This is an optimization exercise on Yosys and OpenROAD, whose aim is small area, not a production implementation. Function was checked by simulation only, so behaviour that the tests miss may differ from the original. The clock port is modelled as an ideal driver, which makes a skipped or thinned clock tree look cheaper than it is; a real chip needs a root buffer or a tree. Power figures rest on the tool's default switching activity, not on a simulated workload.

## mastermind
module mastermind(
    input clk,
    input rst,
    input enterA,
    input enterB,
    input [2:0] letterIn,
    output [7:0] LEDX,
    output [6:0] SSD3,
    output [6:0] SSD2,
    output [6:0] SSD1,
    output [6:0] SSD0
);
clock: 10.0 ns
lec_check: 0
cap_margin: 20
core_margin: 2
core_utilization: 70
gpl_timing_driven: 0
slew_margin: 20
standard.sh (not shown) runs the stock make flow with config.mk's settings and CLKGATE_MAP_FILE= SYNTH_SCRIPT=/design/flow/synth_recipe.tcl, a recipe that flattens the netlist after the stock synthesis.
==> flow/flow/run.sh <==
#!/bin/bash
# Own layout flow: the standard flow (standard.sh) with
#  - synthesis through flow/synth.tcl: the same registers as the standard synthesis;
#    the logic is mapped by a deeper, area-oriented ABC script (flow/abc.script), and
#    adders are left to ABC (no ADDER_MAP_FILE),
#  - port buffers made with the smallest buffer cell (sky130_fd_sc_hd__buf_1),
#  - a flat clock tree: the clock port drives three clock buffers, each at the centre
#    of a cluster of registers (flow/pre_cts.tcl), instead of TritonCTS's H-tree.
# make's output (every tool's) goes to make.log here; ORFS's per-step logs are in orfs/logs/.
set -euo pipefail
HERE=$(pwd)
bash standard.sh SYNTH_SCRIPT=$HERE/flow/synth.tcl ADDER_MAP_FILE= SYNTH_INSBUF=0 \
  "BUFFER_PORTS_ARGS=-buffer_cell sky130_fd_sc_hd__buf_1" \
  PRE_CTS_TCL=$HERE/flow/pre_cts.tcl CLK_BUF_CELL=sky130_fd_sc_hd__clkbuf_8 CLK_CLUSTERS=3 \
  finish > $HERE/make.log 2>&1
Other scripts of this flow, unchanged in this note and not shown: flow/flow/abc.script, flow/flow/pre_cts.tcl, flow/flow/synth.tcl
The baseline completed without violations.
Then changed:
--- a/flow/flow/run.sh
+++ b/flow/flow/run.sh
@@ -10,5 +10,5 @@
 set -euo pipefail
 HERE=$(pwd)
-bash standard.sh SYNTH_SCRIPT=$HERE/flow/synth.tcl ADDER_MAP_FILE= SYNTH_INSBUF=0 \
+bash standard.sh SYNTH_SCRIPT=$HERE/flow/synth.tcl ADDER_MAP_FILE= \
   "BUFFER_PORTS_ARGS=-buffer_cell sky130_fd_sc_hd__buf_1" \
   PRE_CTS_TCL=$HERE/flow/pre_cts.tcl CLK_BUF_CELL=sky130_fd_sc_hd__clkbuf_8 CLK_CLUSTERS=3 \
Settings changed: GPL_TIMING_DRIVEN 0 to default.
Effect: The new run completed with no timing, DRC or antenna violations. Total power decreases slightly. Global-route usage decreases by 3.5 points. Cell area stays flat. Routed wire length decreases by a few percent. Synthesized area increases slightly. Core utilization decreases by 4.5 points. Worst setup slack is better by 110 ps. Flip-flop and latch count does not change. Combinational power decreases slightly. Clock skew stays flat. Die area increases slightly.
No run of this note takes its clock network from TritonCTS; it comes from the design's own scripts or RTL.

run A:
mastermind, a different RTL version from the one above (not shown whole).
Size: ~260 cells after synthesis.
==> flow/config.mk <==
export PLATFORM = sky130hd
export DESIGN_NAME = mastermind
export DESIGN_NICKNAME = mastermind
export VERILOG_FILES = /design/flow/design.v
export SDC_FILE = /design/flow/constraint.sdc
export NUM_CORES = 4
export LEC_CHECK = 0
export CAP_MARGIN = 20
export CORE_MARGIN = 2
export CORE_UTILIZATION = 70
export GPL_TIMING_DRIVEN = 0
export SLEW_MARGIN = 20
==> flow/constraint.sdc <==
create_clock -name core_clock -period 10.0 [get_ports {clk}]
set_input_delay 2.0000 -clock core_clock [delete_from_list [all_inputs] [get_ports {clk}]]
set_output_delay 2.0000 -clock core_clock [all_outputs]
set_load 0.01 [all_outputs]
==> flow/flow/run.sh <==
#!/bin/bash
# Own layout flow: the standard flow (standard.sh) with
#  - synthesis through flow/synth.tcl: the same registers as the standard synthesis;
#    the logic is mapped by a deeper, area-oriented ABC script (flow/abc.script), and
#    adders are left to ABC (no ADDER_MAP_FILE),
#  - no pass-through buffers in synthesis (SYNTH_INSBUF=0): every port gets its own
#    buffer in placement anyway,
#  - port buffers made with the smallest buffer cell (sky130_fd_sc_hd__buf_1),
#  - a flat clock tree: the clock port drives three buffers (buf_6), each at the centre
#    of a cluster of registers (flow/pre_cts.tcl), instead of TritonCTS's H-tree.
# make's output (every tool's) goes to make.log here; ORFS's per-step logs are in orfs/logs/.
set -euo pipefail
HERE=$(pwd)
bash standard.sh SYNTH_SCRIPT=$HERE/flow/synth.tcl ADDER_MAP_FILE= SYNTH_INSBUF=0 \
  "BUFFER_PORTS_ARGS=-buffer_cell sky130_fd_sc_hd__buf_1" \
  PRE_CTS_TCL=$HERE/flow/pre_cts.tcl CLK_BUF_CELL=sky130_fd_sc_hd__buf_6 CLK_CLUSTERS=3 \
  finish > $HERE/make.log 2>&1
==> flow/flow/abc.script <==
strash; &get -n; &deepsyn -T 600; &put; &get -n; &dch -f; &nf -R 1000 -E 100 -C 32 -F 10; &put
==> flow/flow/pre_cts.tcl <==
# Clock tree: the design has few registers, so the clock port drives a few clock
# buffers directly (at most CLK_CLUSTERS, each at the centre of a cluster of
# registers) and TritonCTS, which builds a deeper H-tree, is skipped.
set cts_cell $::env(CLK_BUF_CELL)
set k $::env(CLK_CLUSTERS)
set blk [ord::get_db_block]
set dbu [$blk getDefUnits]
set clk_net [$blk findNet clk]
set pts {}
foreach it [$clk_net getITerms] {
  set bb [[$it getInst] getBBox]
  lappend pts [list [expr {([$bb xMin] + [$bb xMax]) / 2.0 / $dbu}] \
                    [expr {([$bb yMin] + [$bb yMax]) / 2.0 / $dbu}] \
                    "[[$it getInst] getName]/[[$it getMTerm] getName]"]
}
# k-means, seeded along the x then y extent
set sorted [lsort -real -index 0 $pts]
set n [llength $sorted]
set cents {}
for {set c 0} {$c < $k} {incr c} {
  set p [lindex $sorted [expr {int(($c + 0.5) * $n / $k)}]]
  lappend cents [list [lindex $p 0] [lindex $p 1]]
}
for {set iter 0} {$iter < 50} {incr iter} {
  set sums {}
  for {set c 0} {$c < $k} {incr c} { lappend sums [list 0.0 0.0 0] }
  set assign {}
  foreach p $pts {
    set best 0; set bd 1e30
    for {set c 0} {$c < $k} {incr c} {
      set d [expr {abs([lindex $p 0] - [lindex $cents $c 0]) + abs([lindex $p 1] - [lindex $cents $c 1])}]
      if {$d < $bd} { set bd $d; set best $c }
    }
    lappend assign $best
    set s [lindex $sums $best]
    lset sums $best [list [expr {[lindex $s 0] + [lindex $p 0]}] [expr {[lindex $s 1] + [lindex $p 1]}] [expr {[lindex $s 2] + 1}]]
  }
  for {set c 0} {$c < $k} {incr c} {
    set s [lindex $sums $c]
    if {[lindex $s 2] > 0} { lset cents $c [list [expr {[lindex $s 0] / [lindex $s 2]}] [expr {[lindex $s 1] / [lindex $s 2]}]] }
  }
}
for {set c 0} {$c < $k} {incr c} {
  set loads {}
  foreach p $pts a $assign { if {$a == $c} { lappend loads [get_pins [lindex $p 2]] } }
  if {[llength $loads] == 0} continue
  puts "clock buffer $c: $cts_cell, [llength $loads] registers, at [lindex $cents $c]"
  insert_buffer -buffer_cell $cts_cell -net clk -load_pins $loads -location [lindex $cents $c] \
    -buffer_name clkbuf_leaf_$c -net_name clk_leaf_$c
}
foreach it [$clk_net getITerms] {
  set cnet [[[$it getInst] findITerm X] getNet]
  $cnet setSigType CLOCK
  puts "[[$it getInst] getName] drives [expr {[llength [$cnet getITerms]] - 1}] pins"
}
rename clock_tree_synthesis __orfs_clock_tree_synthesis
proc clock_tree_synthesis {args} { puts "clock_tree_synthesis skipped: clock buffers inserted before" }
Other scripts of this flow, unchanged in this note and not shown: flow/flow/synth.tcl
Run A completed every stage of the flow, and the final layout passed the timing, design-rule and antenna checks.
Changes in run B relative to run A:
==> flow/flow/abc.script <==
strash; &get -n; &deepsyn -T 300; &put; &get -n; &dch -f; &nf -R 1000 -E 100 -C 32 -F 10; &put
## What came out
Re sequential share of the synthesized area: no difference whatsoever between run A and run B. Per the comparison of run B with run A, number of cells on the critical path held steady, cell area after technology mapping held steady, number of filler instances in the final layout held steady, design area held steady. Power density over cell area: run A vs run B identical. From run B to run A, vias after detailed routing did not move at all. Starting utilization of the core area came out exactly the same in run A and run B. Run B -> run A: first-iteration DRC count delta 0, exact match. Run A -> run B: cell count delta 0, exact match. Run A -> run B: combinational power flat.
#### Input delta (run C over run B)
==> flow/flow/abc.script <==
strash; &get -n; &deepsyn -T 60; &put; &get -n; &dch -f; &nf -R 1000 -E 100 -C 32 -F 10; &put
--- outcome ---
Re number of enable flip-flop cells after synthesis: no difference whatsoever between run C and run B. Run B consumes less power than run C. Final setup slack of the worst path, run C and run B, higher one = run B. Against run B, synthesized area in run C rose slightly. Fmax: run C below run B.
Input-level comparison between run D and run C:
diff --git a/flow/flow/run.sh b/flow/flow/run.sh
--- a/flow/flow/run.sh
+++ b/flow/flow/run.sh
@@ -7,5 +7,5 @@
 #    buffer in placement anyway,
 #  - port buffers made with the smallest buffer cell (sky130_fd_sc_hd__buf_1),
-#  - a flat clock tree: the clock port drives three buffers (buf_6), each at the centre
+#  - a flat clock tree: the clock port drives three clock buffers, each at the centre
 #    of a cluster of registers (flow/pre_cts.tcl), instead of TritonCTS's H-tree.
 # make's output (every tool's) goes to make.log here; ORFS's per-step logs are in orfs/logs/.
@@ -14,4 +14,4 @@
 bash standard.sh SYNTH_SCRIPT=$HERE/flow/synth.tcl ADDER_MAP_FILE= SYNTH_INSBUF=0 \
   "BUFFER_PORTS_ARGS=-buffer_cell sky130_fd_sc_hd__buf_1" \
-  PRE_CTS_TCL=$HERE/flow/pre_cts.tcl CLK_BUF_CELL=sky130_fd_sc_hd__buf_6 CLK_CLUSTERS=3 \
+  PRE_CTS_TCL=$HERE/flow/pre_cts.tcl CLK_BUF_CELL=sky130_fd_sc_hd__clkbuf_8 CLK_CLUSTERS=3 \
   finish > $HERE/make.log 2>&1
### Flow results
- Run C and run D ended up with roughly the same final routed wirelength across all metal layers.
- For the utilization, run D came in 0.25 points higher than run C did.
- Detail-routed via count per cell, run D vs run C: up slightly
- Run C → run D: final standard cell count with taps included and fillers excluded held steady, power after layout increased by 0.47% relative to the old numbers.
No run of this note takes its clock network from TritonCTS; it comes from the design's own scripts or RTL.

==> re-timing with driven ports <==
How much do the figures lean on ideal ports? The routed layouts below were timed once more, with nothing changed but the port constraints. Step 1 (the two cells are an assumption about what drives the block):
set clk [get_ports {clk}]
set_driving_cell -lib_cell sky130_fd_sc_hd__clkbuf_16 $clk
set_driving_cell -lib_cell sky130_fd_sc_hd__buf_2 [delete_from_list [all_inputs] $clk]
Step 2 also shifts input and output timing later by t, the mid clock arrival at the registers, as if the neighbouring blocks saw the same clock. Three values: ideal, step 1, step 2; two values: the first two.
run | t, ns | setup slack, ns | hold slack, ns | cell pins on the clock port's net
the first run of note 1 | 0.189 | 4.087 / 4.034 / 4.172 | 0.604 / 0.604 / 0.604 | 3
the second run of note 1 | 0.188 | 4.197 / 4.174 / 4.174 | 0.585 / 0.585 / 0.585 | 3
run A | 0.164 | 4.061 / 4.041 / 4.041 | 0.489 / 0.489 / 0.489 | 3
run B | 0.164 | 4.061 / 4.041 / 4.041 | 0.489 / 0.489 / 0.489 | 3
run C | 0.166 | 4.042 / 4.021 / 4.021 | 0.503 / 0.503 / 0.503 | 3
run D | 0.186 | 4.040 / 4.019 / 4.019 | 0.503 / 0.503 / 0.503 | 3
After both steps every run listed still meets setup and hold. The setup slack of the second run of note 1, which loses most, moves by -0.023 ns with the drivers and by -0.023 ns with both steps.
